Source: an optimization exercise on an open RTL-to-GDS flow (aim: small area, a short achievable clock period and few clock cycles per item). Production flows keep margins and buffers that such runs may drop. In this exercise RTL edits were held to simulation tests only and were not proved equivalent to the original.

File: design/flow/run.sh
#!/bin/bash
# synth_recipe.tcl (not shown) runs the flow's synth.tcl, then flattens the netlist and writes it again
# the make line also repeats each setting of config.mk as NAME=value (left out here)
make -C /OpenROAD-flow-scripts/flow DESIGN_CONFIG=/design/flow/config.mk WORK_HOME=/design/flow/orfs CLKGATE_MAP_FILE= SYNTH_SCRIPT=/design/flow/synth_recipe.tcl finish
File: design/flow/constraint.sdc
create_clock -name core_clock -period 10.0 [get_ports {clk}]
set_input_delay 2.0000 -clock core_clock [delete_from_list [all_inputs] [get_ports {clk}]]
set_output_delay 2.0000 -clock core_clock [all_outputs]
set_load 0.01 [all_outputs]
File: design/flow/config.mk
export PLATFORM = sky130hd
export DESIGN_NAME = complex_multiplier
export DESIGN_NICKNAME = complex_multiplier
export VERILOG_FILES = /design/flow/design.v
export SDC_FILE = /design/flow/constraint.sdc
export NUM_CORES = 4
export LEC_CHECK = 0
export ABC_CLOCK_PERIOD_IN_PS = 4000
export CAP_MARGIN = 20
export CORE_MARGIN = 2
export CORE_UTILIZATION = 40
export SETUP_SLACK_MARGIN = 5
export SLEW_MARGIN = 20
export SYNTH_HIERARCHICAL = 1
export SYNTH_MINIMUM_KEEP_SIZE = 0
File: design/flow/design.v
`default_nettype none
`timescale 1ns / 1ps
module cm_mul (input wire [15:0] x, input wire [15:0] y, output wire [15:0] p);
    wire pp0_0;
    wire pp0_1;
    wire pp0_2;
    wire pp0_3;
    wire pp0_4;
    wire pp0_5;
    wire pp0_6;
    wire pp0_7;
    wire pp0_8;
    wire pp0_9;
    wire pp0_10;
    wire pp0_11;
    wire pp0_12;
    wire pp0_13;
    wire pp0_14;
    wire pp0_15;
    wire pp1_0;
    wire pp1_1;
    wire pp1_2;
    wire pp1_3;
    wire pp1_4;
    wire pp1_5;
    wire pp1_6;
    wire pp1_7;
    wire pp1_8;
    wire pp1_9;
    wire pp1_10;
    wire pp1_11;
    wire pp1_12;
    wire pp1_13;
    wire pp1_14;
    wire pp1_15;
    wire pp2_0;
    wire pp2_1;
    wire pp2_2;
    wire pp2_3;
    wire pp2_4;
    wire pp2_5;
    wire pp2_6;
    wire pp2_7;
    wire pp2_8;
    wire pp2_9;
    wire pp2_10;
    wire pp2_11;
    wire pp2_12;
    wire pp2_13;
    wire pp2_14;
    wire pp2_15;
    wire pp3_0;
    wire pp3_1;
    wire pp3_2;
    wire pp3_3;
    wire pp3_4;
    wire pp3_5;
    wire pp3_6;
    wire pp3_7;
    wire pp3_8;
    wire pp3_9;
    wire pp3_10;
    wire pp3_11;
    wire pp3_12;
    wire pp3_13;
    wire pp3_14;
    wire pp3_15;
    wire pp4_0;
    wire pp4_1;
    wire pp4_2;
    wire pp4_3;
    wire pp4_4;
    wire pp4_5;
    wire pp4_6;
    wire pp4_7;
    wire pp4_8;
    wire pp4_9;
    wire pp4_10;
    wire pp4_11;
    wire pp4_12;
    wire pp4_13;
    wire pp4_14;
    wire pp4_15;
    wire pp5_0;
    wire pp5_1;
    wire pp5_2;
    wire pp5_3;
    wire pp5_4;
    wire pp5_5;
    wire pp5_6;
    wire pp5_7;
    wire pp5_8;
    wire pp5_9;
    wire pp5_10;
    wire pp5_11;
    wire pp5_12;
    wire pp5_13;
    wire pp5_14;
    wire pp5_15;
    wire pp6_0;
    wire pp6_1;
    wire pp6_2;
    wire pp6_3;
    wire pp6_4;
    wire pp6_5;
    wire pp6_6;
    wire pp6_7;
    wire pp6_8;
    wire pp6_9;
    wire pp6_10;
    wire pp6_11;
    wire pp6_12;
    wire pp6_13;
    wire pp6_14;
    wire pp6_15;
    wire pp7_0;
    wire pp7_1;
    wire pp7_2;
    wire pp7_3;
    wire pp7_4;
    wire pp7_5;
    wire pp7_6;
    wire pp7_7;
    wire pp7_8;
    wire pp7_9;
    wire pp7_10;
    wire pp7_11;
    wire pp7_12;
    wire pp7_13;
    wire pp7_14;
    wire pp7_15;
    wire pp8_0;
    wire pp8_1;
    wire pp8_2;
    wire pp8_3;
    wire pp8_4;
    wire pp8_5;
    wire pp8_6;
    wire pp8_7;
    wire pp8_8;
    wire pp8_9;
    wire pp8_10;
    wire pp8_11;
    wire pp8_12;
    wire pp8_13;
    wire pp8_14;
    wire pp8_15;
    wire pp9_0;
    wire pp9_1;
    wire pp9_2;
    wire pp9_3;
    wire pp9_4;
    wire pp9_5;
    wire pp9_6;
    wire pp9_7;
    wire pp9_8;
    wire pp9_9;
    wire pp9_10;
    wire pp9_11;
    wire pp9_12;
    wire pp9_13;
    wire pp9_14;
    wire pp9_15;
    wire pp10_0;
    wire pp10_1;
    wire pp10_2;
    wire pp10_3;
    wire pp10_4;
    wire pp10_5;
    wire pp10_6;
    wire pp10_7;
    wire pp10_8;
    wire pp10_9;
    wire pp10_10;
    wire pp10_11;
    wire pp10_12;
    wire pp10_13;
    wire pp10_14;
    wire pp10_15;
    wire pp11_0;
    wire pp11_1;
    wire pp11_2;
    wire pp11_3;
    wire pp11_4;
    wire pp11_5;
    wire pp11_6;
    wire pp11_7;
    wire pp11_8;
    wire pp11_9;
    wire pp11_10;
    wire pp11_11;
    wire pp11_12;
    wire pp11_13;
    wire pp11_14;
    wire pp11_15;
    wire pp12_0;
    wire pp12_1;
    wire pp12_2;
    wire pp12_3;
    wire pp12_4;
    wire pp12_5;
    wire pp12_6;
    wire pp12_7;
    wire pp12_8;
    wire pp12_9;
    wire pp12_10;
    wire pp12_11;
    wire pp12_12;
    wire pp12_13;
    wire pp12_14;
    wire pp12_15;
    wire pp13_0;
    wire pp13_1;
    wire pp13_2;
    wire pp13_3;
    wire pp13_4;
    wire pp13_5;
    wire pp13_6;
    wire pp13_7;
    wire pp13_8;
    wire pp13_9;
    wire pp13_10;
    wire pp13_11;
    wire pp13_12;
    wire pp13_13;
    wire pp13_14;
    wire pp14_0;
    wire pp14_1;
    wire pp14_2;
    wire pp14_3;
    wire pp14_4;
    wire pp14_5;
    wire pp14_6;
    wire pp14_7;
    wire pp14_8;
    wire pp14_9;
    wire pp14_10;
    wire pp14_11;
    wire pp14_12;
    wire pp14_13;
    wire pp15_0;
    wire pp15_1;
    wire pp15_2;
    wire pp15_3;
    wire pp15_4;
    wire pp15_5;
    wire pp15_6;
    wire pp15_7;
    wire pp15_8;
    wire pp15_9;
    wire pp15_10;
    wire pp15_11;
    wire pp15_12;
    wire s1;
    wire c2;
    wire s3;
    wire c4;
    wire s5;
    wire c6;
    wire s7;
    wire c8;
    wire s9;
    wire c10;
    wire s11;
    wire c12;
    wire s13;
    wire c14;
    wire s15;
    wire c16;
    wire s17;
    wire c18;
    wire s19;
    wire c20;
    wire s21;
    wire c22;
    wire s23;
    wire c24;
    wire s25;
    wire c26;
    wire s27;
    wire c28;
    wire s29;
    wire c30;
    wire s31;
    wire c32;
    wire s33;
    wire c34;
    wire s35;
    wire c36;
    wire s37;
    wire c38;
    wire s39;
    wire c40;
    wire s41;
    wire c42;
    wire s43;
    wire c44;
    wire s45;
    wire c46;
    wire s47;
    wire c48;
    wire s49;
    wire c50;
    wire s51;
    wire c52;
    wire s53;
    wire c54;
    wire s55;
    wire c56;
    wire s57;
    wire c58;
    wire s59;
    wire c60;
    wire s61;
    wire c62;
    wire s63;
    wire c64;
    wire s65;
    wire c66;
    wire s67;
    wire c68;
    wire s69;
    wire c70;
    wire s71;
    wire c72;
    wire s73;
    wire c74;
    wire s75;
    wire c76;
    wire s77;
    wire c78;
    wire s79;
    wire c80;
    wire s81;
    wire c82;
    wire s83;
    wire c84;
    wire s85;
    wire c86;
    wire s87;
    wire c88;
    wire s89;
    wire c90;
    wire s91;
    wire c92;
    wire s93;
    wire c94;
    wire s95;
    wire c96;
    wire s97;
    wire c98;
    wire s99;
    wire c100;
    wire s101;
    wire c102;
    wire s103;
    wire c104;
    wire s105;
    wire c106;
    wire s107;
    wire c108;
    wire s109;
    wire c110;
    wire s111;
    wire c112;
    wire s113;
    wire c114;
    wire s115;
    wire c116;
    wire s117;
    wire c118;
    wire s119;
    wire c120;
    wire s121;
    wire c122;
    wire s123;
    wire c124;
    wire s125;
    wire c126;
    wire s127;
    wire c128;
    wire s129;
    wire c130;
    wire s131;
    wire c132;
    wire s133;
    wire c134;
    wire s135;
    wire c136;
    wire s137;
    wire c138;
    wire s139;
    wire c140;
    wire s141;
    wire c142;
    wire s143;
    wire c144;
    wire s145;
    wire c146;
    wire s147;
    wire c148;
    wire s149;
    wire c150;
    wire s151;
    wire c152;
    wire s153;
    wire c154;
    wire s155;
    wire c156;
    wire s157;
    wire c158;
    wire s159;
    wire c160;
    wire s161;
    wire c162;
    wire s163;
    wire c164;
    wire s165;
    wire c166;
    wire s167;
    wire c168;
    wire s169;
    wire c170;
    wire s171;
    wire c172;
    wire s173;
    wire c174;
    wire s175;
    wire c176;
    wire s177;
    wire c178;
    wire s179;
    wire c180;
    wire s181;
    wire c182;
    wire s183;
    wire c184;
    wire s185;
    wire c186;
    wire s187;
    wire c188;
    wire s189;
    wire c190;
    wire s191;
    wire c192;
    wire s193;
    wire c194;
    wire s195;
    wire c196;
    wire s197;
    wire c198;
    wire s199;
    wire c200;
    wire s201;
    wire c202;
    wire s203;
    wire c204;
    wire s205;
    wire c206;
    wire s207;
    wire c208;
    wire s209;
    wire c210;
    wire s211;
    wire c212;
    wire s213;
    wire c214;
    wire s215;
    wire c216;
    wire s217;
    wire c218;
    wire s219;
    wire c220;
    wire s221;
    wire c222;
    wire s223;
    wire c224;
    wire s225;
    wire c226;
    wire s227;
    wire c228;
    wire s229;
    wire c230;
    wire s231;
    wire c232;
    wire s233;
    wire c234;
    wire s235;
    wire c236;
    wire s237;
    wire c238;
    wire s239;
    wire c240;
    wire s241;
    wire c242;
    wire s243;
    wire c244;
    wire s245;
    wire c246;
    wire s247;
    wire c248;
    wire s249;
    wire c250;
    wire s251;
    wire c252;
    wire s253;
    wire c254;
    wire s255;
    wire c256;
    wire s257;
    wire c258;
    wire s259;
    wire c260;
    wire s261;
    wire c262;
    wire s263;
    wire c264;
    wire s265;
    wire c266;
    wire s267;
    wire c268;
    wire s269;
    wire c270;
    wire s271;
    wire c272;
    wire s273;
    wire c274;
    wire s275;
    wire c276;
    wire s277;
    wire c278;
    wire s279;
    wire c280;
    wire s281;
    wire c282;
    wire s283;
    wire c284;
    wire s285;
    wire c286;
    wire s287;
    wire c288;
    wire s289;
    wire c290;
    wire s291;
    wire c292;
    wire s293;
    wire c294;
    wire s295;
    wire c296;
    wire s297;
    wire c298;
    wire s299;
    wire c300;
    wire s301;
    wire c302;
    wire s303;
    wire c304;
    wire s305;
    wire c306;
    wire s307;
    wire c308;
    wire s309;
    wire c310;
    wire s311;
    wire c312;
    wire s313;
    wire c314;
    wire s315;
    wire c316;
    wire s317;
    wire c318;
    wire s319;
    wire c320;
    wire s321;
    wire c322;
    wire s323;
    wire c324;
    wire s325;
    wire c326;
    wire s327;
    wire c328;
    wire s329;
    wire c330;
    wire s331;
    wire c332;
    wire s333;
    wire c334;
    wire s335;
    wire c336;
    wire s337;
    wire c338;
    wire s339;
    wire c340;
    wire s341;
    wire c342;
    wire s343;
    wire c344;
    wire s345;
    wire c346;
    wire s347;
    wire c348;
    wire s349;
    wire c350;
    wire s351;
    wire c352;
    wire s353;
    wire c354;
    wire s355;
    wire c356;
    wire s357;
    wire c358;
    wire s359;
    wire c360;
    wire s361;
    wire c362;
    wire s363;
    wire c364;
    wire s365;
    wire c366;
    wire s367;
    wire c368;
    wire s369;
    wire c370;
    wire s371;
    wire c372;
    wire s373;
    wire c374;
    wire s375;
    wire c376;
    wire s377;
    wire c378;
    wire s379;
    wire c380;
    wire s381;
    wire c382;
    wire s383;
    wire c384;
    wire s385;
    wire c386;
    wire s387;
    wire c388;
    wire s389;
    wire c390;
    wire s391;
    wire c392;
    wire s393;
    wire c394;
    wire s395;
    wire c396;
    wire s397;
    wire c398;
    wire s399;
    wire c400;
    wire s401;
    wire c402;
    wire s403;
    wire c404;
    wire s405;
    wire c406;
    wire s407;
    wire c408;
    wire s409;
    wire c410;
    wire s411;
    wire c412;
    wire s413;
    wire c414;
    assign pp0_0 = x[0] & y[0];
    assign pp0_1 = x[0] & y[1];
    assign pp0_2 = x[0] & y[2];
    assign pp0_3 = x[0] & y[3];
    assign pp0_4 = x[0] & y[4];
    assign pp0_5 = x[0] & y[5];
    assign pp0_6 = x[0] & y[6];
    assign pp0_7 = x[0] & y[7];
    assign pp0_8 = x[0] & y[8];
    assign pp0_9 = x[0] & y[9];
    assign pp0_10 = x[0] & y[10];
    assign pp0_11 = x[0] & y[11];
    assign pp0_12 = x[0] & y[12];
    assign pp0_13 = x[0] & y[13];
    assign pp0_14 = x[0] & y[14];
    assign pp0_15 = ~(x[0] & y[15]);
    assign pp1_0 = x[1] & y[0];
    assign pp1_1 = x[1] & y[1];
    assign pp1_2 = x[1] & y[2];
    assign pp1_3 = x[1] & y[3];
    assign pp1_4 = x[1] & y[4];
    assign pp1_5 = x[1] & y[5];
    assign pp1_6 = x[1] & y[6];
    assign pp1_7 = x[1] & y[7];
    assign pp1_8 = x[1] & y[8];
    assign pp1_9 = x[1] & y[9];
    assign pp1_10 = x[1] & y[10];
    assign pp1_11 = x[1] & y[11];
    assign pp1_12 = x[1] & y[12];
    assign pp1_13 = x[1] & y[13];
    assign pp1_14 = x[1] & y[14];
    assign pp1_15 = ~(x[1] & y[15]);
    assign pp2_0 = x[2] & y[0];
    assign pp2_1 = x[2] & y[1];
    assign pp2_2 = x[2] & y[2];
    assign pp2_3 = x[2] & y[3];
    assign pp2_4 = x[2] & y[4];
    assign pp2_5 = x[2] & y[5];
    assign pp2_6 = x[2] & y[6];
    assign pp2_7 = x[2] & y[7];
    assign pp2_8 = x[2] & y[8];
    assign pp2_9 = x[2] & y[9];
    assign pp2_10 = x[2] & y[10];
    assign pp2_11 = x[2] & y[11];
    assign pp2_12 = x[2] & y[12];
    assign pp2_13 = x[2] & y[13];
    assign pp2_14 = x[2] & y[14];
    assign pp2_15 = ~(x[2] & y[15]);
    assign pp3_0 = x[3] & y[0];
    assign pp3_1 = x[3] & y[1];
    assign pp3_2 = x[3] & y[2];
    assign pp3_3 = x[3] & y[3];
    assign pp3_4 = x[3] & y[4];
    assign pp3_5 = x[3] & y[5];
    assign pp3_6 = x[3] & y[6];
    assign pp3_7 = x[3] & y[7];
    assign pp3_8 = x[3] & y[8];
    assign pp3_9 = x[3] & y[9];
    assign pp3_10 = x[3] & y[10];
    assign pp3_11 = x[3] & y[11];
    assign pp3_12 = x[3] & y[12];
    assign pp3_13 = x[3] & y[13];
    assign pp3_14 = x[3] & y[14];
    assign pp3_15 = ~(x[3] & y[15]);
    assign pp4_0 = x[4] & y[0];
    assign pp4_1 = x[4] & y[1];
    assign pp4_2 = x[4] & y[2];
    assign pp4_3 = x[4] & y[3];
    assign pp4_4 = x[4] & y[4];
    assign pp4_5 = x[4] & y[5];
    assign pp4_6 = x[4] & y[6];
    assign pp4_7 = x[4] & y[7];
    assign pp4_8 = x[4] & y[8];
    assign pp4_9 = x[4] & y[9];
    assign pp4_10 = x[4] & y[10];
    assign pp4_11 = x[4] & y[11];
    assign pp4_12 = x[4] & y[12];
    assign pp4_13 = x[4] & y[13];
    assign pp4_14 = x[4] & y[14];
    assign pp4_15 = ~(x[4] & y[15]);
    assign pp5_0 = x[5] & y[0];
    assign pp5_1 = x[5] & y[1];
    assign pp5_2 = x[5] & y[2];
    assign pp5_3 = x[5] & y[3];
    assign pp5_4 = x[5] & y[4];
    assign pp5_5 = x[5] & y[5];
    assign pp5_6 = x[5] & y[6];
    assign pp5_7 = x[5] & y[7];
    assign pp5_8 = x[5] & y[8];
    assign pp5_9 = x[5] & y[9];
    assign pp5_10 = x[5] & y[10];
    assign pp5_11 = x[5] & y[11];
    assign pp5_12 = x[5] & y[12];
    assign pp5_13 = x[5] & y[13];
    assign pp5_14 = x[5] & y[14];
    assign pp5_15 = ~(x[5] & y[15]);
    assign pp6_0 = x[6] & y[0];
    assign pp6_1 = x[6] & y[1];
    assign pp6_2 = x[6] & y[2];
    assign pp6_3 = x[6] & y[3];
    assign pp6_4 = x[6] & y[4];
    assign pp6_5 = x[6] & y[5];
    assign pp6_6 = x[6] & y[6];
    assign pp6_7 = x[6] & y[7];
    assign pp6_8 = x[6] & y[8];
    assign pp6_9 = x[6] & y[9];
    assign pp6_10 = x[6] & y[10];
    assign pp6_11 = x[6] & y[11];
    assign pp6_12 = x[6] & y[12];
    assign pp6_13 = x[6] & y[13];
    assign pp6_14 = x[6] & y[14];
    assign pp6_15 = ~(x[6] & y[15]);
    assign pp7_0 = x[7] & y[0];
    assign pp7_1 = x[7] & y[1];
    assign pp7_2 = x[7] & y[2];
    assign pp7_3 = x[7] & y[3];
    assign pp7_4 = x[7] & y[4];
    assign pp7_5 = x[7] & y[5];
    assign pp7_6 = x[7] & y[6];
    assign pp7_7 = x[7] & y[7];
    assign pp7_8 = x[7] & y[8];
    assign pp7_9 = x[7] & y[9];
    assign pp7_10 = x[7] & y[10];
    assign pp7_11 = x[7] & y[11];
    assign pp7_12 = x[7] & y[12];
    assign pp7_13 = x[7] & y[13];
    assign pp7_14 = x[7] & y[14];
    assign pp7_15 = ~(x[7] & y[15]);
    assign pp8_0 = x[8] & y[0];
    assign pp8_1 = x[8] & y[1];
    assign pp8_2 = x[8] & y[2];
    assign pp8_3 = x[8] & y[3];
    assign pp8_4 = x[8] & y[4];
    assign pp8_5 = x[8] & y[5];
    assign pp8_6 = x[8] & y[6];
    assign pp8_7 = x[8] & y[7];
    assign pp8_8 = x[8] & y[8];
    assign pp8_9 = x[8] & y[9];
    assign pp8_10 = x[8] & y[10];
    assign pp8_11 = x[8] & y[11];
    assign pp8_12 = x[8] & y[12];
    assign pp8_13 = x[8] & y[13];
    assign pp8_14 = x[8] & y[14];
    assign pp8_15 = ~(x[8] & y[15]);
    assign pp9_0 = x[9] & y[0];
    assign pp9_1 = x[9] & y[1];
    assign pp9_2 = x[9] & y[2];
    assign pp9_3 = x[9] & y[3];
    assign pp9_4 = x[9] & y[4];
    assign pp9_5 = x[9] & y[5];
    assign pp9_6 = x[9] & y[6];
    assign pp9_7 = x[9] & y[7];
    assign pp9_8 = x[9] & y[8];
    assign pp9_9 = x[9] & y[9];
    assign pp9_10 = x[9] & y[10];
    assign pp9_11 = x[9] & y[11];
    assign pp9_12 = x[9] & y[12];
    assign pp9_13 = x[9] & y[13];
    assign pp9_14 = x[9] & y[14];
    assign pp9_15 = ~(x[9] & y[15]);
    assign pp10_0 = x[10] & y[0];
    assign pp10_1 = x[10] & y[1];
    assign pp10_2 = x[10] & y[2];
    assign pp10_3 = x[10] & y[3];
    assign pp10_4 = x[10] & y[4];
    assign pp10_5 = x[10] & y[5];
    assign pp10_6 = x[10] & y[6];
    assign pp10_7 = x[10] & y[7];
    assign pp10_8 = x[10] & y[8];
    assign pp10_9 = x[10] & y[9];
    assign pp10_10 = x[10] & y[10];
    assign pp10_11 = x[10] & y[11];
    assign pp10_12 = x[10] & y[12];
    assign pp10_13 = x[10] & y[13];
    assign pp10_14 = x[10] & y[14];
    assign pp10_15 = ~(x[10] & y[15]);
    assign pp11_0 = x[11] & y[0];
    assign pp11_1 = x[11] & y[1];
    assign pp11_2 = x[11] & y[2];
    assign pp11_3 = x[11] & y[3];
    assign pp11_4 = x[11] & y[4];
    assign pp11_5 = x[11] & y[5];
    assign pp11_6 = x[11] & y[6];
    assign pp11_7 = x[11] & y[7];
    assign pp11_8 = x[11] & y[8];
    assign pp11_9 = x[11] & y[9];
    assign pp11_10 = x[11] & y[10];
    assign pp11_11 = x[11] & y[11];
    assign pp11_12 = x[11] & y[12];
    assign pp11_13 = x[11] & y[13];
    assign pp11_14 = x[11] & y[14];
    assign pp11_15 = ~(x[11] & y[15]);
    assign pp12_0 = x[12] & y[0];
    assign pp12_1 = x[12] & y[1];
    assign pp12_2 = x[12] & y[2];
    assign pp12_3 = x[12] & y[3];
    assign pp12_4 = x[12] & y[4];
    assign pp12_5 = x[12] & y[5];
    assign pp12_6 = x[12] & y[6];
    assign pp12_7 = x[12] & y[7];
    assign pp12_8 = x[12] & y[8];
    assign pp12_9 = x[12] & y[9];
    assign pp12_10 = x[12] & y[10];
    assign pp12_11 = x[12] & y[11];
    assign pp12_12 = x[12] & y[12];
    assign pp12_13 = x[12] & y[13];
    assign pp12_14 = x[12] & y[14];
    assign pp12_15 = ~(x[12] & y[15]);
    assign pp13_0 = x[13] & y[0];
    assign pp13_1 = x[13] & y[1];
    assign pp13_2 = x[13] & y[2];
    assign pp13_3 = x[13] & y[3];
    assign pp13_4 = x[13] & y[4];
    assign pp13_5 = x[13] & y[5];
    assign pp13_6 = x[13] & y[6];
    assign pp13_7 = x[13] & y[7];
    assign pp13_8 = x[13] & y[8];
    assign pp13_9 = x[13] & y[9];
    assign pp13_10 = x[13] & y[10];
    assign pp13_11 = x[13] & y[11];
    assign pp13_12 = x[13] & y[12];
    assign pp13_13 = x[13] & y[13];
    assign pp13_14 = x[13] & y[14];
    assign pp14_0 = x[14] & y[0];
    assign pp14_1 = x[14] & y[1];
    assign pp14_2 = x[14] & y[2];
    assign pp14_3 = x[14] & y[3];
    assign pp14_4 = x[14] & y[4];
    assign pp14_5 = x[14] & y[5];
    assign pp14_6 = x[14] & y[6];
    assign pp14_7 = x[14] & y[7];
    assign pp14_8 = x[14] & y[8];
    assign pp14_9 = x[14] & y[9];
    assign pp14_10 = x[14] & y[10];
    assign pp14_11 = x[14] & y[11];
    assign pp14_12 = x[14] & y[12];
    assign pp14_13 = x[14] & y[13];
    assign pp15_0 = ~(x[15] & y[0]);
    assign pp15_1 = ~(x[15] & y[1]);
    assign pp15_2 = ~(x[15] & y[2]);
    assign pp15_3 = ~(x[15] & y[3]);
    assign pp15_4 = ~(x[15] & y[4]);
    assign pp15_5 = ~(x[15] & y[5]);
    assign pp15_6 = ~(x[15] & y[6]);
    assign pp15_7 = ~(x[15] & y[7]);
    assign pp15_8 = ~(x[15] & y[8]);
    assign pp15_9 = ~(x[15] & y[9]);
    assign pp15_10 = ~(x[15] & y[10]);
    assign pp15_11 = ~(x[15] & y[11]);
    assign pp15_12 = ~(x[15] & y[12]);
    cm_ha u_s1 (.a(pp0_13), .b(pp1_12), .s(s1), .co(c2));
    cm_fa u_s3 (.a(pp0_14), .b(pp1_13), .ci(pp2_12), .s(s3), .co(c4));
    cm_ha u_s5 (.a(pp3_11), .b(pp4_10), .s(s5), .co(c6));
    cm_fa u_s7 (.a(pp0_15), .b(pp1_14), .ci(pp2_13), .s(s7), .co(c8));
    cm_fa u_s9 (.a(pp3_12), .b(pp4_11), .ci(pp5_10), .s(s9), .co(c10));
    cm_ha u_s11 (.a(pp6_9), .b(pp7_8), .s(s11), .co(c12));
    cm_fa u_s13 (.a(pp1_15), .b(pp2_14), .ci(pp3_13), .s(s13), .co(c14));
    cm_fa u_s15 (.a(pp4_12), .b(pp5_11), .ci(pp6_10), .s(s15), .co(c16));
    cm_fa u_s17 (.a(pp7_9), .b(pp8_8), .ci(pp9_7), .s(s17), .co(c18));
    cm_fa u_s19 (.a(pp2_15), .b(pp3_14), .ci(pp4_13), .s(s19), .co(c20));
    cm_fa u_s21 (.a(pp5_12), .b(pp6_11), .ci(pp7_10), .s(s21), .co(c22));
    cm_fa u_s23 (.a(pp3_15), .b(pp4_14), .ci(pp5_13), .s(s23), .co(c24));
    cm_ha u_s25 (.a(pp0_9), .b(pp1_8), .s(s25), .co(c26));
    cm_fa u_s27 (.a(pp0_10), .b(pp1_9), .ci(pp2_8), .s(s27), .co(c28));
    cm_ha u_s29 (.a(pp3_7), .b(pp4_6), .s(s29), .co(c30));
    cm_fa u_s31 (.a(pp0_11), .b(pp1_10), .ci(pp2_9), .s(s31), .co(c32));
    cm_fa u_s33 (.a(pp3_8), .b(pp4_7), .ci(pp5_6), .s(s33), .co(c34));
    cm_ha u_s35 (.a(pp6_5), .b(pp7_4), .s(s35), .co(c36));
    cm_fa u_s37 (.a(pp0_12), .b(pp1_11), .ci(pp2_10), .s(s37), .co(c38));
    cm_fa u_s39 (.a(pp3_9), .b(pp4_8), .ci(pp5_7), .s(s39), .co(c40));
    cm_fa u_s41 (.a(pp6_6), .b(pp7_5), .ci(pp8_4), .s(s41), .co(c42));
    cm_ha u_s43 (.a(pp9_3), .b(pp10_2), .s(s43), .co(c44));
    cm_fa u_s45 (.a(s1), .b(pp2_11), .ci(pp3_10), .s(s45), .co(c46));
    cm_fa u_s47 (.a(pp4_9), .b(pp5_8), .ci(pp6_7), .s(s47), .co(c48));
    cm_fa u_s49 (.a(pp7_6), .b(pp8_5), .ci(pp9_4), .s(s49), .co(c50));
    cm_fa u_s51 (.a(pp10_3), .b(pp11_2), .ci(pp12_1), .s(s51), .co(c52));
    cm_fa u_s53 (.a(s3), .b(s5), .ci(pp5_9), .s(s53), .co(c54));
    cm_fa u_s55 (.a(pp6_8), .b(pp7_7), .ci(pp8_6), .s(s55), .co(c56));
    cm_fa u_s57 (.a(pp9_5), .b(pp10_4), .ci(pp11_3), .s(s57), .co(c58));
    cm_fa u_s59 (.a(pp12_2), .b(pp13_1), .ci(pp14_0), .s(s59), .co(c60));
    cm_fa u_s61 (.a(s7), .b(s9), .ci(s11), .s(s61), .co(c62));
    cm_fa u_s63 (.a(pp8_7), .b(pp9_6), .ci(pp10_5), .s(s63), .co(c64));
    cm_fa u_s65 (.a(pp11_4), .b(pp12_3), .ci(pp13_2), .s(s65), .co(c66));
    cm_fa u_s67 (.a(pp14_1), .b(pp15_0), .ci(c4), .s(s67), .co(c68));
    cm_fa u_s69 (.a(s13), .b(s15), .ci(s17), .s(s69), .co(c70));
    cm_fa u_s71 (.a(pp10_6), .b(pp11_5), .ci(pp12_4), .s(s71), .co(c72));
    cm_fa u_s73 (.a(pp13_3), .b(pp14_2), .ci(pp15_1), .s(s73), .co(c74));
    assign s75 = ~(c8 ^ c10);
    assign c76 = c8 | c10;
    cm_fa u_s77 (.a(s19), .b(s21), .ci(pp8_9), .s(s77), .co(c78));
    cm_fa u_s79 (.a(pp9_8), .b(pp10_7), .ci(pp11_6), .s(s79), .co(c80));
    cm_fa u_s81 (.a(pp12_5), .b(pp13_4), .ci(pp14_3), .s(s81), .co(c82));
    cm_fa u_s83 (.a(pp15_2), .b(c14), .ci(c16), .s(s83), .co(c84));
    cm_fa u_s85 (.a(s23), .b(pp6_12), .ci(pp7_11), .s(s85), .co(c86));
    cm_fa u_s87 (.a(pp8_10), .b(pp9_9), .ci(pp10_8), .s(s87), .co(c88));
    cm_fa u_s89 (.a(pp11_7), .b(pp12_6), .ci(pp13_5), .s(s89), .co(c90));
    cm_fa u_s91 (.a(pp14_4), .b(pp15_3), .ci(c20), .s(s91), .co(c92));
    cm_fa u_s93 (.a(pp4_15), .b(pp5_14), .ci(pp6_13), .s(s93), .co(c94));
    cm_fa u_s95 (.a(pp7_12), .b(pp8_11), .ci(pp9_10), .s(s95), .co(c96));
    cm_fa u_s97 (.a(pp10_9), .b(pp11_8), .ci(pp12_7), .s(s97), .co(c98));
    cm_fa u_s99 (.a(pp13_6), .b(pp14_5), .ci(pp15_4), .s(s99), .co(c100));
    cm_fa u_s101 (.a(pp5_15), .b(pp6_14), .ci(pp7_13), .s(s101), .co(c102));
    cm_fa u_s103 (.a(pp8_12), .b(pp9_11), .ci(pp10_10), .s(s103), .co(c104));
    cm_fa u_s105 (.a(pp11_9), .b(pp12_8), .ci(pp13_7), .s(s105), .co(c106));
    cm_fa u_s107 (.a(pp6_15), .b(pp7_14), .ci(pp8_13), .s(s107), .co(c108));
    cm_fa u_s109 (.a(pp9_12), .b(pp10_11), .ci(pp11_10), .s(s109), .co(c110));
    cm_fa u_s111 (.a(pp7_15), .b(pp8_14), .ci(pp9_13), .s(s111), .co(c112));
    cm_ha u_s113 (.a(pp0_6), .b(pp1_5), .s(s113), .co(c114));
    cm_fa u_s115 (.a(pp0_7), .b(pp1_6), .ci(pp2_5), .s(s115), .co(c116));
    cm_ha u_s117 (.a(pp3_4), .b(pp4_3), .s(s117), .co(c118));
    cm_fa u_s119 (.a(pp0_8), .b(pp1_7), .ci(pp2_6), .s(s119), .co(c120));
    cm_fa u_s121 (.a(pp3_5), .b(pp4_4), .ci(pp5_3), .s(s121), .co(c122));
    cm_ha u_s123 (.a(pp6_2), .b(pp7_1), .s(s123), .co(c124));
    cm_fa u_s125 (.a(s25), .b(pp2_7), .ci(pp3_6), .s(s125), .co(c126));
    cm_fa u_s127 (.a(pp4_5), .b(pp5_4), .ci(pp6_3), .s(s127), .co(c128));
    cm_fa u_s129 (.a(pp7_2), .b(pp8_1), .ci(pp9_0), .s(s129), .co(c130));
    cm_fa u_s131 (.a(s27), .b(s29), .ci(pp5_5), .s(s131), .co(c132));
    cm_fa u_s133 (.a(pp6_4), .b(pp7_3), .ci(pp8_2), .s(s133), .co(c134));
    cm_fa u_s135 (.a(pp9_1), .b(pp10_0), .ci(c26), .s(s135), .co(c136));
    cm_fa u_s137 (.a(s31), .b(s33), .ci(s35), .s(s137), .co(c138));
    cm_fa u_s139 (.a(pp8_3), .b(pp9_2), .ci(pp10_1), .s(s139), .co(c140));
    cm_fa u_s141 (.a(pp11_0), .b(c28), .ci(c30), .s(s141), .co(c142));
    cm_fa u_s143 (.a(s37), .b(s39), .ci(s41), .s(s143), .co(c144));
    cm_fa u_s145 (.a(s43), .b(pp11_1), .ci(pp12_0), .s(s145), .co(c146));
    cm_fa u_s147 (.a(c32), .b(c34), .ci(c36), .s(s147), .co(c148));
    cm_fa u_s149 (.a(s45), .b(s47), .ci(s49), .s(s149), .co(c150));
    cm_fa u_s151 (.a(s51), .b(pp13_0), .ci(c38), .s(s151), .co(c152));
    cm_fa u_s153 (.a(c40), .b(c42), .ci(c44), .s(s153), .co(c154));
    cm_fa u_s155 (.a(s53), .b(s55), .ci(s57), .s(s155), .co(c156));
    cm_fa u_s157 (.a(s59), .b(c2), .ci(c46), .s(s157), .co(c158));
    cm_fa u_s159 (.a(c48), .b(c50), .ci(c52), .s(s159), .co(c160));
    cm_fa u_s161 (.a(s61), .b(s63), .ci(s65), .s(s161), .co(c162));
    cm_fa u_s163 (.a(s67), .b(c6), .ci(c54), .s(s163), .co(c164));
    cm_fa u_s165 (.a(c56), .b(c58), .ci(c60), .s(s165), .co(c166));
    cm_fa u_s167 (.a(s69), .b(s71), .ci(s73), .s(s167), .co(c168));
    cm_fa u_s169 (.a(s75), .b(c12), .ci(c62), .s(s169), .co(c170));
    cm_fa u_s171 (.a(c64), .b(c66), .ci(c68), .s(s171), .co(c172));
    cm_fa u_s173 (.a(s77), .b(s79), .ci(s81), .s(s173), .co(c174));
    cm_fa u_s175 (.a(s83), .b(c18), .ci(c70), .s(s175), .co(c176));
    cm_fa u_s177 (.a(c72), .b(c74), .ci(c76), .s(s177), .co(c178));
    cm_fa u_s179 (.a(s85), .b(s87), .ci(s89), .s(s179), .co(c180));
    cm_fa u_s181 (.a(s91), .b(c22), .ci(c78), .s(s181), .co(c182));
    cm_fa u_s183 (.a(c80), .b(c82), .ci(c84), .s(s183), .co(c184));
    cm_fa u_s185 (.a(s93), .b(s95), .ci(s97), .s(s185), .co(c186));
    cm_fa u_s187 (.a(s99), .b(c24), .ci(c86), .s(s187), .co(c188));
    cm_fa u_s189 (.a(c88), .b(c90), .ci(c92), .s(s189), .co(c190));
    cm_fa u_s191 (.a(s101), .b(s103), .ci(s105), .s(s191), .co(c192));
    cm_fa u_s193 (.a(pp14_6), .b(pp15_5), .ci(c94), .s(s193), .co(c194));
    cm_fa u_s195 (.a(c96), .b(c98), .ci(c100), .s(s195), .co(c196));
    cm_fa u_s197 (.a(s107), .b(s109), .ci(pp12_9), .s(s197), .co(c198));
    cm_fa u_s199 (.a(pp13_8), .b(pp14_7), .ci(pp15_6), .s(s199), .co(c200));
    cm_fa u_s201 (.a(c102), .b(c104), .ci(c106), .s(s201), .co(c202));
    cm_fa u_s203 (.a(s111), .b(pp10_12), .ci(pp11_11), .s(s203), .co(c204));
    cm_fa u_s205 (.a(pp12_10), .b(pp13_9), .ci(pp14_8), .s(s205), .co(c206));
    cm_fa u_s207 (.a(pp15_7), .b(c108), .ci(c110), .s(s207), .co(c208));
    cm_fa u_s209 (.a(pp8_15), .b(pp9_14), .ci(pp10_13), .s(s209), .co(c210));
    cm_fa u_s211 (.a(pp11_12), .b(pp12_11), .ci(pp13_10), .s(s211), .co(c212));
    cm_fa u_s213 (.a(pp14_9), .b(pp15_8), .ci(c112), .s(s213), .co(c214));
    cm_fa u_s215 (.a(pp9_15), .b(pp10_14), .ci(pp11_13), .s(s215), .co(c216));
    cm_fa u_s217 (.a(pp12_12), .b(pp13_11), .ci(pp14_10), .s(s217), .co(c218));
    cm_fa u_s219 (.a(pp10_15), .b(pp11_14), .ci(pp12_13), .s(s219), .co(c220));
    cm_ha u_s221 (.a(pp0_4), .b(pp1_3), .s(s221), .co(c222));
    cm_fa u_s223 (.a(pp0_5), .b(pp1_4), .ci(pp2_3), .s(s223), .co(c224));
    cm_ha u_s225 (.a(pp3_2), .b(pp4_1), .s(s225), .co(c226));
    cm_fa u_s227 (.a(s113), .b(pp2_4), .ci(pp3_3), .s(s227), .co(c228));
    cm_fa u_s229 (.a(pp4_2), .b(pp5_1), .ci(pp6_0), .s(s229), .co(c230));
    cm_fa u_s231 (.a(s115), .b(s117), .ci(pp5_2), .s(s231), .co(c232));
    cm_fa u_s233 (.a(pp6_1), .b(pp7_0), .ci(c114), .s(s233), .co(c234));
    cm_fa u_s235 (.a(s119), .b(s121), .ci(s123), .s(s235), .co(c236));
    cm_fa u_s237 (.a(pp8_0), .b(c116), .ci(c118), .s(s237), .co(c238));
    cm_fa u_s239 (.a(s125), .b(s127), .ci(s129), .s(s239), .co(c240));
    cm_fa u_s241 (.a(c120), .b(c122), .ci(c124), .s(s241), .co(c242));
    cm_fa u_s243 (.a(s131), .b(s133), .ci(s135), .s(s243), .co(c244));
    cm_fa u_s245 (.a(c126), .b(c128), .ci(c130), .s(s245), .co(c246));
    cm_fa u_s247 (.a(s137), .b(s139), .ci(s141), .s(s247), .co(c248));
    cm_fa u_s249 (.a(c132), .b(c134), .ci(c136), .s(s249), .co(c250));
    cm_fa u_s251 (.a(s143), .b(s145), .ci(s147), .s(s251), .co(c252));
    cm_fa u_s253 (.a(c138), .b(c140), .ci(c142), .s(s253), .co(c254));
    cm_fa u_s255 (.a(s149), .b(s151), .ci(s153), .s(s255), .co(c256));
    cm_fa u_s257 (.a(c144), .b(c146), .ci(c148), .s(s257), .co(c258));
    cm_fa u_s259 (.a(s155), .b(s157), .ci(s159), .s(s259), .co(c260));
    cm_fa u_s261 (.a(c150), .b(c152), .ci(c154), .s(s261), .co(c262));
    cm_fa u_s263 (.a(s161), .b(s163), .ci(s165), .s(s263), .co(c264));
    cm_fa u_s265 (.a(c156), .b(c158), .ci(c160), .s(s265), .co(c266));
    cm_fa u_s267 (.a(s167), .b(s169), .ci(s171), .s(s267), .co(c268));
    cm_fa u_s269 (.a(c162), .b(c164), .ci(c166), .s(s269), .co(c270));
    cm_fa u_s271 (.a(s173), .b(s175), .ci(s177), .s(s271), .co(c272));
    cm_fa u_s273 (.a(c168), .b(c170), .ci(c172), .s(s273), .co(c274));
    cm_fa u_s275 (.a(s179), .b(s181), .ci(s183), .s(s275), .co(c276));
    cm_fa u_s277 (.a(c174), .b(c176), .ci(c178), .s(s277), .co(c278));
    cm_fa u_s279 (.a(s185), .b(s187), .ci(s189), .s(s279), .co(c280));
    cm_fa u_s281 (.a(c180), .b(c182), .ci(c184), .s(s281), .co(c282));
    cm_fa u_s283 (.a(s191), .b(s193), .ci(s195), .s(s283), .co(c284));
    cm_fa u_s285 (.a(c186), .b(c188), .ci(c190), .s(s285), .co(c286));
    cm_fa u_s287 (.a(s197), .b(s199), .ci(s201), .s(s287), .co(c288));
    cm_fa u_s289 (.a(c192), .b(c194), .ci(c196), .s(s289), .co(c290));
    cm_fa u_s291 (.a(s203), .b(s205), .ci(s207), .s(s291), .co(c292));
    cm_fa u_s293 (.a(c198), .b(c200), .ci(c202), .s(s293), .co(c294));
    cm_fa u_s295 (.a(s209), .b(s211), .ci(s213), .s(s295), .co(c296));
    cm_fa u_s297 (.a(c204), .b(c206), .ci(c208), .s(s297), .co(c298));
    cm_fa u_s299 (.a(s215), .b(s217), .ci(pp15_9), .s(s299), .co(c300));
    cm_fa u_s301 (.a(c210), .b(c212), .ci(c214), .s(s301), .co(c302));
    cm_fa u_s303 (.a(s219), .b(pp13_12), .ci(pp14_11), .s(s303), .co(c304));
    cm_fa u_s305 (.a(pp15_10), .b(c216), .ci(c218), .s(s305), .co(c306));
    cm_fa u_s307 (.a(pp11_15), .b(pp12_14), .ci(pp13_13), .s(s307), .co(c308));
    cm_fa u_s309 (.a(pp14_12), .b(pp15_11), .ci(c220), .s(s309), .co(c310));
    cm_fa u_s311 (.a(pp12_15), .b(pp13_14), .ci(pp14_13), .s(s311), .co(c312));
    cm_ha u_s313 (.a(pp0_3), .b(pp1_2), .s(s313), .co(c314));
    cm_fa u_s315 (.a(s221), .b(pp2_2), .ci(pp3_1), .s(s315), .co(c316));
    cm_fa u_s317 (.a(s223), .b(s225), .ci(pp5_0), .s(s317), .co(c318));
    cm_fa u_s319 (.a(s227), .b(s229), .ci(c224), .s(s319), .co(c320));
    cm_fa u_s321 (.a(s231), .b(s233), .ci(c228), .s(s321), .co(c322));
    cm_fa u_s323 (.a(s235), .b(s237), .ci(c232), .s(s323), .co(c324));
    cm_fa u_s325 (.a(s239), .b(s241), .ci(c236), .s(s325), .co(c326));
    cm_fa u_s327 (.a(s243), .b(s245), .ci(c240), .s(s327), .co(c328));
    cm_fa u_s329 (.a(s247), .b(s249), .ci(c244), .s(s329), .co(c330));
    cm_fa u_s331 (.a(s251), .b(s253), .ci(c248), .s(s331), .co(c332));
    cm_fa u_s333 (.a(s255), .b(s257), .ci(c252), .s(s333), .co(c334));
    cm_fa u_s335 (.a(s259), .b(s261), .ci(c256), .s(s335), .co(c336));
    cm_fa u_s337 (.a(s263), .b(s265), .ci(c260), .s(s337), .co(c338));
    cm_fa u_s339 (.a(s267), .b(s269), .ci(c264), .s(s339), .co(c340));
    cm_fa u_s341 (.a(s271), .b(s273), .ci(c268), .s(s341), .co(c342));
    cm_fa u_s343 (.a(s275), .b(s277), .ci(c272), .s(s343), .co(c344));
    cm_fa u_s345 (.a(s279), .b(s281), .ci(c276), .s(s345), .co(c346));
    cm_fa u_s347 (.a(s283), .b(s285), .ci(c280), .s(s347), .co(c348));
    cm_fa u_s349 (.a(s287), .b(s289), .ci(c284), .s(s349), .co(c350));
    cm_fa u_s351 (.a(s291), .b(s293), .ci(c288), .s(s351), .co(c352));
    cm_fa u_s353 (.a(s295), .b(s297), .ci(c292), .s(s353), .co(c354));
    cm_fa u_s355 (.a(s299), .b(s301), .ci(c296), .s(s355), .co(c356));
    cm_fa u_s357 (.a(s303), .b(s305), .ci(c300), .s(s357), .co(c358));
    cm_fa u_s359 (.a(s307), .b(s309), .ci(c304), .s(s359), .co(c360));
    cm_fa u_s361 (.a(s311), .b(pp15_12), .ci(c308), .s(s361), .co(c362));
    cm_ha u_s363 (.a(pp0_2), .b(pp1_1), .s(s363), .co(c364));
    cm_fa u_s365 (.a(s313), .b(pp2_1), .ci(pp3_0), .s(s365), .co(c366));
    cm_fa u_s367 (.a(s315), .b(pp4_0), .ci(c314), .s(s367), .co(c368));
    cm_fa u_s369 (.a(s317), .b(c222), .ci(c316), .s(s369), .co(c370));
    cm_fa u_s371 (.a(s319), .b(c226), .ci(c318), .s(s371), .co(c372));
    cm_fa u_s373 (.a(s321), .b(c230), .ci(c320), .s(s373), .co(c374));
    cm_fa u_s375 (.a(s323), .b(c234), .ci(c322), .s(s375), .co(c376));
    cm_fa u_s377 (.a(s325), .b(c238), .ci(c324), .s(s377), .co(c378));
    cm_fa u_s379 (.a(s327), .b(c242), .ci(c326), .s(s379), .co(c380));
    cm_fa u_s381 (.a(s329), .b(c246), .ci(c328), .s(s381), .co(c382));
    cm_fa u_s383 (.a(s331), .b(c250), .ci(c330), .s(s383), .co(c384));
    cm_fa u_s385 (.a(s333), .b(c254), .ci(c332), .s(s385), .co(c386));
    cm_fa u_s387 (.a(s335), .b(c258), .ci(c334), .s(s387), .co(c388));
    cm_fa u_s389 (.a(s337), .b(c262), .ci(c336), .s(s389), .co(c390));
    cm_fa u_s391 (.a(s339), .b(c266), .ci(c338), .s(s391), .co(c392));
    cm_fa u_s393 (.a(s341), .b(c270), .ci(c340), .s(s393), .co(c394));
    cm_fa u_s395 (.a(s343), .b(c274), .ci(c342), .s(s395), .co(c396));
    cm_fa u_s397 (.a(s345), .b(c278), .ci(c344), .s(s397), .co(c398));
    cm_fa u_s399 (.a(s347), .b(c282), .ci(c346), .s(s399), .co(c400));
    cm_fa u_s401 (.a(s349), .b(c286), .ci(c348), .s(s401), .co(c402));
    cm_fa u_s403 (.a(s351), .b(c290), .ci(c350), .s(s403), .co(c404));
    cm_fa u_s405 (.a(s353), .b(c294), .ci(c352), .s(s405), .co(c406));
    cm_fa u_s407 (.a(s355), .b(c298), .ci(c354), .s(s407), .co(c408));
    cm_fa u_s409 (.a(s357), .b(c302), .ci(c356), .s(s409), .co(c410));
    cm_fa u_s411 (.a(s359), .b(c306), .ci(c358), .s(s411), .co(c412));
    cm_fa u_s413 (.a(s361), .b(c310), .ci(c360), .s(s413), .co(c414));
    wire [27:0] ra = {s413, s411, s409, s407, s405, s403, s401, s399, s397, s395, s393, s391, s389, s387, s385, s383, s381, s379, s377, s375, s373, s371, s369, s367, s365, s363, pp0_1, pp0_0};
    wire [27:0] rb = {c412, c410, c408, c406, c404, c402, c400, c398, c396, c394, c392, c390, c388, c386, c384, c382, c380, c378, c376, c374, c372, c370, c368, c366, c364, pp2_0, pp1_0, 1'b0};
    wire [27:0] sum = ra + rb;
    wire sgn = (x[15] ^ y[15]) & (|x) & (|y);
    assign p = {sgn, sum[27:13]};
endmodule
module cm_fa (input wire a, input wire b, input wire ci, output wire s, output wire co);
    assign s = a ^ b ^ ci;
    assign co = (a & b) | (a & ci) | (b & ci);
endmodule
module cm_ha (input wire a, input wire b, output wire s, output wire co);
    assign s = a ^ b;
    assign co = a & b;
endmodule
`default_nettype none
`timescale 1ns / 1ps
module complex_multiplier
#(
    parameter INTEGER_WIDTH = 3,
    parameter FRACTIONAL_WIDTH = 13
)
(
    input  wire                                          clk,
    input  wire                                          rst_n,
    input  wire                                          input_a_tvalid,
    output wire                                          input_a_tready,
    input  wire [2*(INTEGER_WIDTH+FRACTIONAL_WIDTH)-1:0] input_a_tdata,
    input  wire                                          input_b_tvalid,
    output wire                                          input_b_tready,
    input  wire [2*(INTEGER_WIDTH+FRACTIONAL_WIDTH)-1:0] input_b_tdata,
    output reg                                           output_prod_tvalid,
    input  wire                                          output_prod_tready,
    output wire [2*(INTEGER_WIDTH+FRACTIONAL_WIDTH)-1:0] output_prod_tdata
);
    reg         v0;
    reg  [15:0] ar, ai, br, bi;
    reg  [15:0] rr1, rr2, ri1, ri2;
    wire en1 = ~output_prod_tvalid | output_prod_tready;
    wire en0 = ~v0 | en1;
    assign input_a_tready = en0;
    assign input_b_tready = en0;
    always @(posedge clk) begin
        if (!rst_n) begin
            v0 <= 1'b0;
            output_prod_tvalid <= 1'b0;
        end else begin
            if (en0) v0 <= input_a_tvalid & input_b_tvalid;
            if (en1) output_prod_tvalid <= v0;
        end
    end
    wire [15:0] m_rr1, m_rr2, m_ri1, m_ri2;
    cm_mul mul_rr1 (.x(ar), .y(br), .p(m_rr1));
    cm_mul mul_rr2 (.x(ai), .y(bi), .p(m_rr2));
    cm_mul mul_ri1 (.x(ar), .y(bi), .p(m_ri1));
    cm_mul mul_ri2 (.x(ai), .y(br), .p(m_ri2));
    always @(posedge clk) begin
        if (en0) begin
            ar <= input_a_tdata[15:0];
            ai <= input_a_tdata[31:16];
            br <= input_b_tdata[15:0];
            bi <= input_b_tdata[31:16];
        end
        if (en1) begin
            rr1 <= m_rr1;
            rr2 <= m_rr2;
            ri1 <= m_ri1;
            ri2 <= m_ri2;
        end
    end
    wire [15:0] prod_real = rr1 - rr2;
    wire [15:0] prod_imag = ri1 + ri2;
    assign output_prod_tdata = {prod_imag, prod_real};
endmodule
==> results of run 1 <==
cell usage in the layout, fill, tap and decap left out, drive strengths merged, types with 24 or more instances in the layout:
cell type      Yosys  routed
a21oi            104     104
a31oi             25      25
and2             885     885
buf               10     203
bufbuf             0      24
clkbuf           137      24
clkdlybuf4s50      0      87
edfxtp           128     128
fa               770     770
ha               190     190
inv               51      58
nand2            204     206
nand3             40      40
nor2              60      60
nor4              29      29
o21ai             51      51
xnor2             60      60
xor2              31      31
critical path: cells and delay by family, from the launching register on:
family          cells  cell delay [ps]
fa+ha+maj           7             3350
compound gates      3              590
simple gates        4              520
flops               1              430
buf+inv             2              280
xor+xnor            1               80
what timing repair did:
item                                    4_1_cts  5_1_grt
cloned                                       26        6
endpoints found under the setup margin       74       73
pin swaps                                    72      104
setup buffers                                82       54
resized for setup                           236      167
Yosys stat by module, one instance, submodules excluded:
module              cell area [um^2]  flip-flops and latches  copies in the design  cells inside
cm_fa                           20.0                       0                   768             1
complex_multiplier              5450                     130                     1           339
cm_ha                           12.5                       0                    56             1
cm_mul                          2810                       0                     4           449
layer usage:
metal | up-vias | GRT usage (%)
li1 | 10100 | -
met1 | 13100 | 34.6
met2 | 1192 | 43.2
met3 | 284 | 5.67
met4 | 4 | 11.5
met5 | - | 0
metrics by stage:
| step | setup slack, ps | cell area [um^2] |
|---|---|---|
| floorplan | 4790 | 33500 |
| global placement | 3760 | 35600 |
| detailed placement | 3690 | 35600 |
| CTS | 4600 | 38700 |
| global route | 4330 | 40200 |
| finish | 4490 | 40200 |
kinds of logic (layout without fill, tap and decap cells):
kind of cell / after synthesis / count (layout) / share of synthesized area, %
AO/OA/AOI/OAI: 300 / 300 / 6.66
other: 0 / 3 / 0
flip-flops: 130 / 130 / 11.9
XOR/XNOR: 91 / 91 / 2.43
AND/OR/NAND/NOR: 1275 / 1277 / 22.2
multiplexers: 5 / 5 / 0.172
buffers and inverters: 198 / 418 / 2.38
adder cells (fa/ha/maj): 960 / 960 / 54.3
worst paths after layout:
check	from	slack [ps]	to
min	v0	910	output_prod_tvalid
max reg2reg	br[10]	4490	rr1[14]
max	br[10]	4490	rr1[14]
min reg2reg	v0	910	output_prod_tvalid
state kept, by name (all words and copies together), names as in the netlist:
| signal | count |
|---|---|
| rr1 | 16 |
| ri2 | 16 |
| ar | 16 |
| bi | 16 |
| ri1 | 16 |
| output_prod_tvalid | 1 |
| v0 | 1 |
| ai | 16 |
| br | 16 |
| rr2 | 16 |
final cells by class:
| class | instances | share of cell area (%) |
|---|---|---|
| sequential | 130 | 9.67 |
| multi-input combinational | 2633 | 74.6 |
| tap | 1060 | 3.30 |
| clock buffer | 17 | 1.06 |
| inverter | 51 | 0.476 |
| clock inverter | 15 | 0.545 |
| antenna | 3 | 0.0187 |
| timing repair buffer | 335 | 10.3 |
==> qor.csv, run 1 <==
metric,value,unit
ctsHoldBuffers,0,
wl_per_cell,26.4,um
status,finished clean,
instances_no_fill,4244,
maxSlewHeadroom,41.0,%
coreArea,0.0808,mm^2
dr.pass1.iters,5,
syn_area_per_cell,11.1,um^2
port_buffers,103,
grt_pass1_wl,169000,um
synth_fp_nets,3988,
start_kind,flop,
synth_cells,2959,
post-synth-top-count-cell,and2_1,
hp-class,flop to flop,
cp_common_cell,fa_2,
gp_congestion,0.890,
drt-met1-wl,43900,um
cts_buffer_depth,2,
dp.cells,4041,
dieArea,0.0842,mm^2
h-tree-depth,4,
grt-ovfl-total,0,
cts_root_buf,clkbuf_16,
finalClockSkew,20.1,ps
top_layer,met5,
ys_top_cells_by_count,"and2_1, fa_1, nand2_1",
met3_length,10500,um
tritoncts,yes,
grt_max_degree,65,
cts_buffers,17,
hpwl,67000,um
synth-edff-count,128,
reg2reg_depth,17,
seq_area,0.00388,mm^2
drt_iter0_drc,1956,
n_fill_cell,6996,
fmax,0.182,GHz
multiInputGateArea,0.0300,mm^2
yosysSeqAreaShare,11.9,%
gr-usage-all-layers,26.6,%
critPathCaptureType,flop,
cap_violations,0,
report.final.slew_viol_count,0,
synth_top_flop_cell,edfxtp_1,
hold_ws,909,ps
worstPathCellList,buf_12 -> buf_12 -> and2_4 -> fa_1 -> fa_1 -> fa_2 -> fa_2 -> fa_2 -> fa_2 -> ha_4 -> nand2_4 -> nor2_4 -> nand3_2 -> a31oi_4 -> o2111ai_2 -> a31oi_1 -> xnor2_1,
antenna_found_initial,5,
tns,0,ps
routed-via-count,24600,
syn2layout_area_growth,22.6,%
netlist_top_cells_area,"fa_1, and2_1, edfxtp_1",
vias_per_cell,5.80,
grt_pass1_vias,27800,
rows,104,
hold_violations,0,
clock_latency,480,ps
cp.required,10210,ps
cts_sinks,130,
fin_crit_sh,55.1,%
antenna_left,0,
final_core_util,49.7,%
synth.cell_area,0.0328,mm^2
synth_seq_cells,130,
async_flop_share,0,%
synth-warning-count,7,
crit_path_max_fanout,4,
drt-total-wl,112000,um
rsz0062_at_grt,true,
cpPeakStageDelay,570,ps
wl_met2,52600,um
yosysTopAreaCellShare,47.0,%
cts.clk_slew.worst_paths,80,ps
start_util,40.5,%
crit_type,flop to flop,
crit_arrival,5720,ps
setup_viol,0,
fp.dieW,290,um
finalCriticalPeriod,5510,ps
slowest_stage,fa_2,
min_path_cells,1,
fp.dieH,290,um
synth_cell_types,64,
yosys.area.top_type,fa_1,
worst_pin_slew,885,ps
ioPinCount,104,
drive_above_1_share,19.2,%
drc_errors,0,
finalNetCount,4197,
Testbench counts, summed over its fixed seeds: cycles 12,016, items 12,000.
==> run 2, diff against run 1 <==
--- a/design/flow/design.v
+++ b/design/flow/design.v
@@ -1,5 +1,6 @@
 `default_nettype none
 `timescale 1ns / 1ps
-module cm_mul (input wire [15:0] x, input wire [15:0] y, output wire [15:0] p);
+module cm_mul (input wire [15:0] x, input wire [15:0] y,
+               output wire [14:0] a, output wire [14:0] b, output wire cl, output wire sgn);
     wire pp0_0;
     wire pp0_1;
@@ -1126,7 +1127,9 @@
     wire [27:0] ra = {s413, s411, s409, s407, s405, s403, s401, s399, s397, s395, s393, s391, s389, s387, s385, s383, s381, s379, s377, s375, s373, s371, s369, s367, s365, s363, pp0_1, pp0_0};
     wire [27:0] rb = {c412, c410, c408, c406, c404, c402, c400, c398, c396, c394, c392, c390, c388, c386, c384, c382, c380, c378, c376, c374, c372, c370, c368, c366, c364, pp2_0, pp1_0, 1'b0};
-    wire [27:0] sum = ra + rb;
-    wire sgn = (x[15] ^ y[15]) & (|x) & (|y);
-    assign p = {sgn, sum[27:13]};
+    wire [13:0] lo = ra[12:0] + rb[12:0];
+    assign cl = lo[13];
+    assign a = ra[27:13];
+    assign b = rb[27:13];
+    assign sgn = (x[15] ^ y[15]) & (|x) & (|y);
 endmodule
 module cm_fa (input wire a, input wire b, input wire ci, output wire s, output wire co);
@@ -1138,4 +1141,7 @@
     assign co = a & b;
 endmodule
+module cm_bsel (input wire one, input wire two, input wire neg, input wire xj, input wire xjm, output wire pp);
+    assign pp = ((one & xj) | (two & xjm)) ^ neg;
+endmodule
 `default_nettype none
 `timescale 1ns / 1ps
@@ -1158,25 +1164,50 @@
     output wire [2*(INTEGER_WIDTH+FRACTIONAL_WIDTH)-1:0] output_prod_tdata
 );
-    reg         v0;
+    reg         v0, v1, q1v;
     reg  [15:0] ar, ai, br, bi;
-    reg  [15:0] rr1, rr2, ri1, ri2;
-    wire en1 = ~output_prod_tvalid | output_prod_tready;
-    wire en0 = ~v0 | en1;
-    assign input_a_tready = en0;
-    assign input_b_tready = en0;
+    reg  [31:0] q0, q1;
+    wire take = output_prod_tready;                     
+    wire en1  = ~v1 | ~q1v | take;                      
+    wire en0  = ~v0 | en1;
+    wire rdy  = ~(v0 & v1 & q1v);
+    assign input_a_tready = rdy;
+    assign input_b_tready = rdy;
+    assign output_prod_tdata = q0;
+    wire fire = input_a_tvalid & input_b_tvalid & rdy;
+    wire mv1  = v1 & en1;                               
     always @(posedge clk) begin
         if (!rst_n) begin
             v0 <= 1'b0;
+            v1 <= 1'b0;
             output_prod_tvalid <= 1'b0;
+            q1v <= 1'b0;
         end else begin
-            if (en0) v0 <= input_a_tvalid & input_b_tvalid;
-            if (en1) output_prod_tvalid <= v0;
+            if (en0) v0 <= fire;
+            if (en1) v1 <= v0;
+            if (~output_prod_tvalid | take)
+                output_prod_tvalid <= q1v | mv1;
+            if (q1v) begin
+                if (take) q1v <= mv1;
+            end else begin
+                q1v <= mv1 & output_prod_tvalid & ~take;
+            end
         end
     end
-    wire [15:0] m_rr1, m_rr2, m_ri1, m_ri2;
-    cm_mul mul_rr1 (.x(ar), .y(br), .p(m_rr1));
-    cm_mul mul_rr2 (.x(ai), .y(bi), .p(m_rr2));
-    cm_mul mul_ri1 (.x(ar), .y(bi), .p(m_ri1));
-    cm_mul mul_ri2 (.x(ai), .y(br), .p(m_ri2));
+    wire [14:0] m_a0, m_a1, m_a2, m_a3;
+    wire [14:0] m_b0, m_b1, m_b2, m_b3;
+    wire [3:0]  m_c, m_s;
+    reg  [14:0] c_a0, c_a1, c_a2, c_a3;
+    reg  [14:0] c_b0, c_b1, c_b2, c_b3;
+    reg  [3:0]  c_c, c_s;
+    cm_mul mul_rr1 (.x(ar), .y(br), .a(m_a0), .b(m_b0), .cl(m_c[0]), .sgn(m_s[0]));
+    cm_mul mul_rr2 (.x(ai), .y(bi), .a(m_a1), .b(m_b1), .cl(m_c[1]), .sgn(m_s[1]));
+    cm_mul mul_ri1 (.x(ar), .y(bi), .a(m_a2), .b(m_b2), .cl(m_c[2]), .sgn(m_s[2]));
+    cm_mul mul_ri2 (.x(ai), .y(br), .a(m_a3), .b(m_b3), .cl(m_c[3]), .sgn(m_s[3]));
+    wire [14:0] h0 = c_a0 + c_b0 + c_c[0];
+    wire [14:0] h1 = c_a1 + c_b1 + c_c[1];
+    wire [14:0] h2 = c_a2 + c_b2 + c_c[2];
+    wire [14:0] h3 = c_a3 + c_b3 + c_c[3];
+    wire [15:0] prod_real = {c_s[0], h0} - {c_s[1], h1};
+    wire [15:0] prod_imag = {c_s[2], h2} + {c_s[3], h3};
     always @(posedge clk) begin
         if (en0) begin
@@ -1187,12 +1218,19 @@
         end
         if (en1) begin
-            rr1 <= m_rr1;
-            rr2 <= m_rr2;
-            ri1 <= m_ri1;
-            ri2 <= m_ri2;
+            c_a0 <= m_a0;
+            c_a1 <= m_a1;
+            c_a2 <= m_a2;
+            c_a3 <= m_a3;
+            c_b0 <= m_b0;
+            c_b1 <= m_b1;
+            c_b2 <= m_b2;
+            c_b3 <= m_b3;
+            c_c <= m_c;
+            c_s <= m_s;
         end
+        if (~output_prod_tvalid | take)
+            q0 <= q1v ? q1 : {prod_imag, prod_real};
+        if (~q1v | take)
+            q1 <= {prod_imag, prod_real};
     end
-    wire [15:0] prod_real = rr1 - rr2;
-    wire [15:0] prod_imag = ri1 + ri2;
-    assign output_prod_tdata = {prod_imag, prod_real};
 endmodule
--- a/design/flow/config.mk
+++ b/design/flow/config.mk
@@ -6,5 +6,4 @@
 export NUM_CORES = 4
 export LEC_CHECK = 0
-export ABC_CLOCK_PERIOD_IN_PS = 4000
 export CAP_MARGIN = 20
 export CORE_MARGIN = 2
==> run 2 against run 1 <==
Effect of this change:
- non-clock buffer count is 162 lower
- final area shrank 0.73%
- largest cell class unchanged
==> qor.csv, run 2 <==
metric,value,unit,change
setup_viol,0,,unchanged
h-tree-depth,2,,was 4
fin_crit_sh,45.5,%,was 55.1%
cts_sinks,260,,was 130
r2r_start,bi[9],,was br[10]
synth_seq_cells,260,,was 130
drc_errors,0,,unchanged
grt-ovfl-total,0,,unchanged
fmax,0.220,GHz,was 0.182 GHz
yosys.area_share.simple,19.5,%,was 22.2%
antenna_found_initial,3,,was 5
start_kind,flop,,unchanged
critPathCaptureType,flop,,unchanged
syn2layout_area_growth,7.24,%,was 22.6%
dr.pass1.iters,5,,unchanged
rsz0062_at_grt,false,,was true
synth.cell_area,0.0372,mm^2,was 0.0328 mm^2
final_core_util,43.4,%,was 49.7%
yosysTopAreaCellShare,41.9,%,was 47.0%
synthAdderAreaFrac,48.1,%,was 54.3%
timing.rr.end,c_c[1],,was rr1[14]
maxSlewHeadroom,35.6,%,was 41.0%
crit_arrival,4860,ps,was 5720 ps
reg_top3,"q0: 32 flops, q1: 32 flops",,
fp.dieW,309,um,was 290 um
cts.clk_slew.worst_paths,60,ps,was 80 ps
finalClockSkew,21.9,ps,was 20.1 ps
cap_violations,0,,unchanged
gr-usage-all-layers,22.3,%,was 26.6%
coreArea,0.0919,mm^2,was 0.0808 mm^2
synth_fp_nets,4186,,was 3988
min_from,v0,,unchanged
synth-edff-count,256,,was 128
drive_above_1_share,4.65,%,was 19.2%
synth_xor_xnor_area_share,1.84,%,was 2.43%
cts_buffers,35,,was 17
cts_resized,0,,was 236
cts_buffer_depth,3,,was 2
dieArea,0.0954,mm^2,was 0.0842 mm^2
vias_per_cell,5.41,,was 5.80
hpwl,66200,um,was 67000 um
reg2reg_depth,12,,was 17
syn_area_per_cell,11.8,um^2,was 11.1 um^2
hold_ws,483,ps,was 909 ps
netlist_top_cells_area,"fa_1, edfxtp_1, and2_1",,"was fa_1, and2_1, edfxtp_1"
cts_setup_buffers,0,,was 82
report.final.slew_viol_count,0,,unchanged
min_to,v1,,was output_prod_tvalid
top_layer,met4,,was met5
r2r_slack,5450,ps,was 4490 ps
finalNetCount,4127,,was 4197
stdcell_area,0.0399,mm^2,was 0.0402 mm^2
grt_max_degree,71,,was 65
finalCriticalPeriod,4550,ps,was 5510 ps
gp_congestion,0.824,,was 0.890
grt_pass1_vias,25800,,was 27800
n_fill_cell,8596,,was 6996
drt_iter0_drc,1785,,was 1956
fp.dieH,309,um,was 290 um
synth_compound_area_share,4.50,%,was 6.66%
grt_pass1_wl,160000,um,was 169000 um
clock_latency,580,ps,was 480 ps
layout_common_cells,"and2_1, fa_1, edfxtp_1",,"was and2_1, fa_1, nand2_1"
start_util,40.5,%,about the same
wl_per_cell,23.4,um,was 26.4 um
synth_cells,3153,,was 2959
routed-via-count,23600,,was 24600
hold_violations,0,,unchanged
drt-met1-wl,45900,um,was 43900 um
hp-class,flop to flop,,unchanged
ys_top_cells_by_count,"and2_1, fa_1, edfxtp_1",,"was and2_1, fa_1, nand2_1"
tns,0,ps,unchanged
ctsHoldBuffers,0,,unchanged
final.setup.worst_slack,5450,ps,was 4490 ps
dp_slack,5360,ps,was 3690 ps
antenna_cells,0,,was 3
min_path_cells,2,,was 1
cts_root_buf,clkbuf_16,,unchanged
wl_met2,44800,um,was 52600 um
port_buffers,103,,unchanged
muxShareOfSynthArea,0.548,%,was 0.172%
antenna_left,0,,unchanged
crit_type,flop to flop,,unchanged
ioPinCount,104,,unchanged
cp.required,10310,ps,was 10210 ps
synth-warning-count,7,,unchanged
final_common_cell,and2_1,,unchanged
drt-total-wl,102000,um,was 112000 um
async_flop_share,0,%,unchanged
post_dp_cell_area,0.0388,mm^2,was 0.0356 mm^2
synth_top_family_by_area,adder cells,,unchanged
status,finished clean,,unchanged
rows,111,,was 104
worst_pin_slew,966,ps,was 885 ps
crit_path_max_fanout,34,,was 4
yosys.area.top_type,fa_1,,unchanged
yosysSeqAreaShare,20.9,%,was 11.9%
tritoncts,yes,,unchanged
met3_length,8860,um,was 10500 um
post-synth-top-count-cell,and2_1,,unchanged
synth_top_flop_cell,edfxtp_1,,unchanged
synth_cell_types,70,,was 64
[run 2: cell count changes in the layout (fill, tap and decap cells not counted), sizes merged, moves of 20 or more]
cell,before,now
buf,203,70
edfxtp,128,256
a21oi,104,68
nand2,206,178
bufbuf,24,0
nand3,40,16
a31oi,25,5
[run 2: critical path, cell delays in order, from the launching register on]
cell and delay (ps):
edfxtp_1 320, buf_4 410, and2_1 220, fa_1 440, fa_1 510, fa_1 520, fa_1 540, fa_1 500
ha_1 300, a21oi_1 140, nor2_1 60, a211oi_1 180, o21ai_1 130
[run 2: per-stage QoR]
stage	cells
3_3_place_gp	4300
5_1_grt	4360
2_1_floorplan	3153
4_1_cts	4360
6_report	4360
3_5_place_dp	4300
[run 2: how the worst max path moves through the flow]
stage | startpoint | end | slack, ps | cells past startpoint
after global placement | output_prod_tready | c_c[3] | 5400 | 4
after CTS | bi[9] | c_c[1] | 5420 | 12
after global routing | bi[10] | c_c[1] | 5180 | 12
after floorplan | output_prod_tready | c_a0[0] | 3690 | 1
final | bi[9] | c_c[1] | 5450 | 12
after detailed placement | output_prod_tready | c_c[3] | 5360 | 4
[run 2: per-layer routing]
layer  vias up  track usage [%]
met2       956             33.5
met1     12500             32.6
li1      10100                -
met5         -            0.253
met3       117             5.44
met4         0             5.26
[run 2: cell families (layout without fill, tap and decap cells)]
group,after synthesis,count (layout)
AOI/OAI and AO/OA,253,253
xor gates and xnor gates,78,78
adders and majority gates,964,964
buffers and inverters,330,294
DFF,260,260
muxes,18,18
and+or+nand+nor,1250,1250
[run 2: cell type report]
class	instances	area, um^2	share of cell area, %
multi-input combinational	2563	27700	69.5
sequential	260	7770	19.5
timing repair buffer	173	1560	3.90
tap	1243	1560	3.90
clock buffer	42	902	2.26
inverter	61	229	0.574
clock inverter	18	165	0.414
[run 2: Yosys stat by module (local to each module, per instance)]
module,times used,cells inside,area [um^2]
complex_multiplier,1,913,12500
cm_ha,56,1,12.5
cm_mul,4,354,2160
cm_fa,768,1,20.0
Testbench counts of run 2, summed over its fixed seeds: cycles 12,024, items 12,000.

static timing again, ports no longer ideal:
Ports are ideal in the flow. The routed layouts listed here were re-timed in OpenROAD.
Step 1: set_driving_cell puts a clkbuf_16 on clk and a buf_2 on each other input, an assumption about the parent block.
Step 2 also shifts input and output timing later by t, the mid clock arrival at the registers, as if the neighbouring blocks saw the same clock.
Three values: no drivers, after step 1, after step 2; two values: the first two.
run	t (ns)	setup WS [ns]	worst register clock-pin slew, ns
run 1	0.538	4.492 / 4.492 / 4.492	0.08 / 0.08
run 2	0.637	5.453 / 5.453 / 5.367	0.07 / 0.07
After both steps setup and hold are still met in every run listed. For run 2, which loses most, drivers alone change the setup slack by 0.000 ns; drivers and shift together by -0.086 ns.
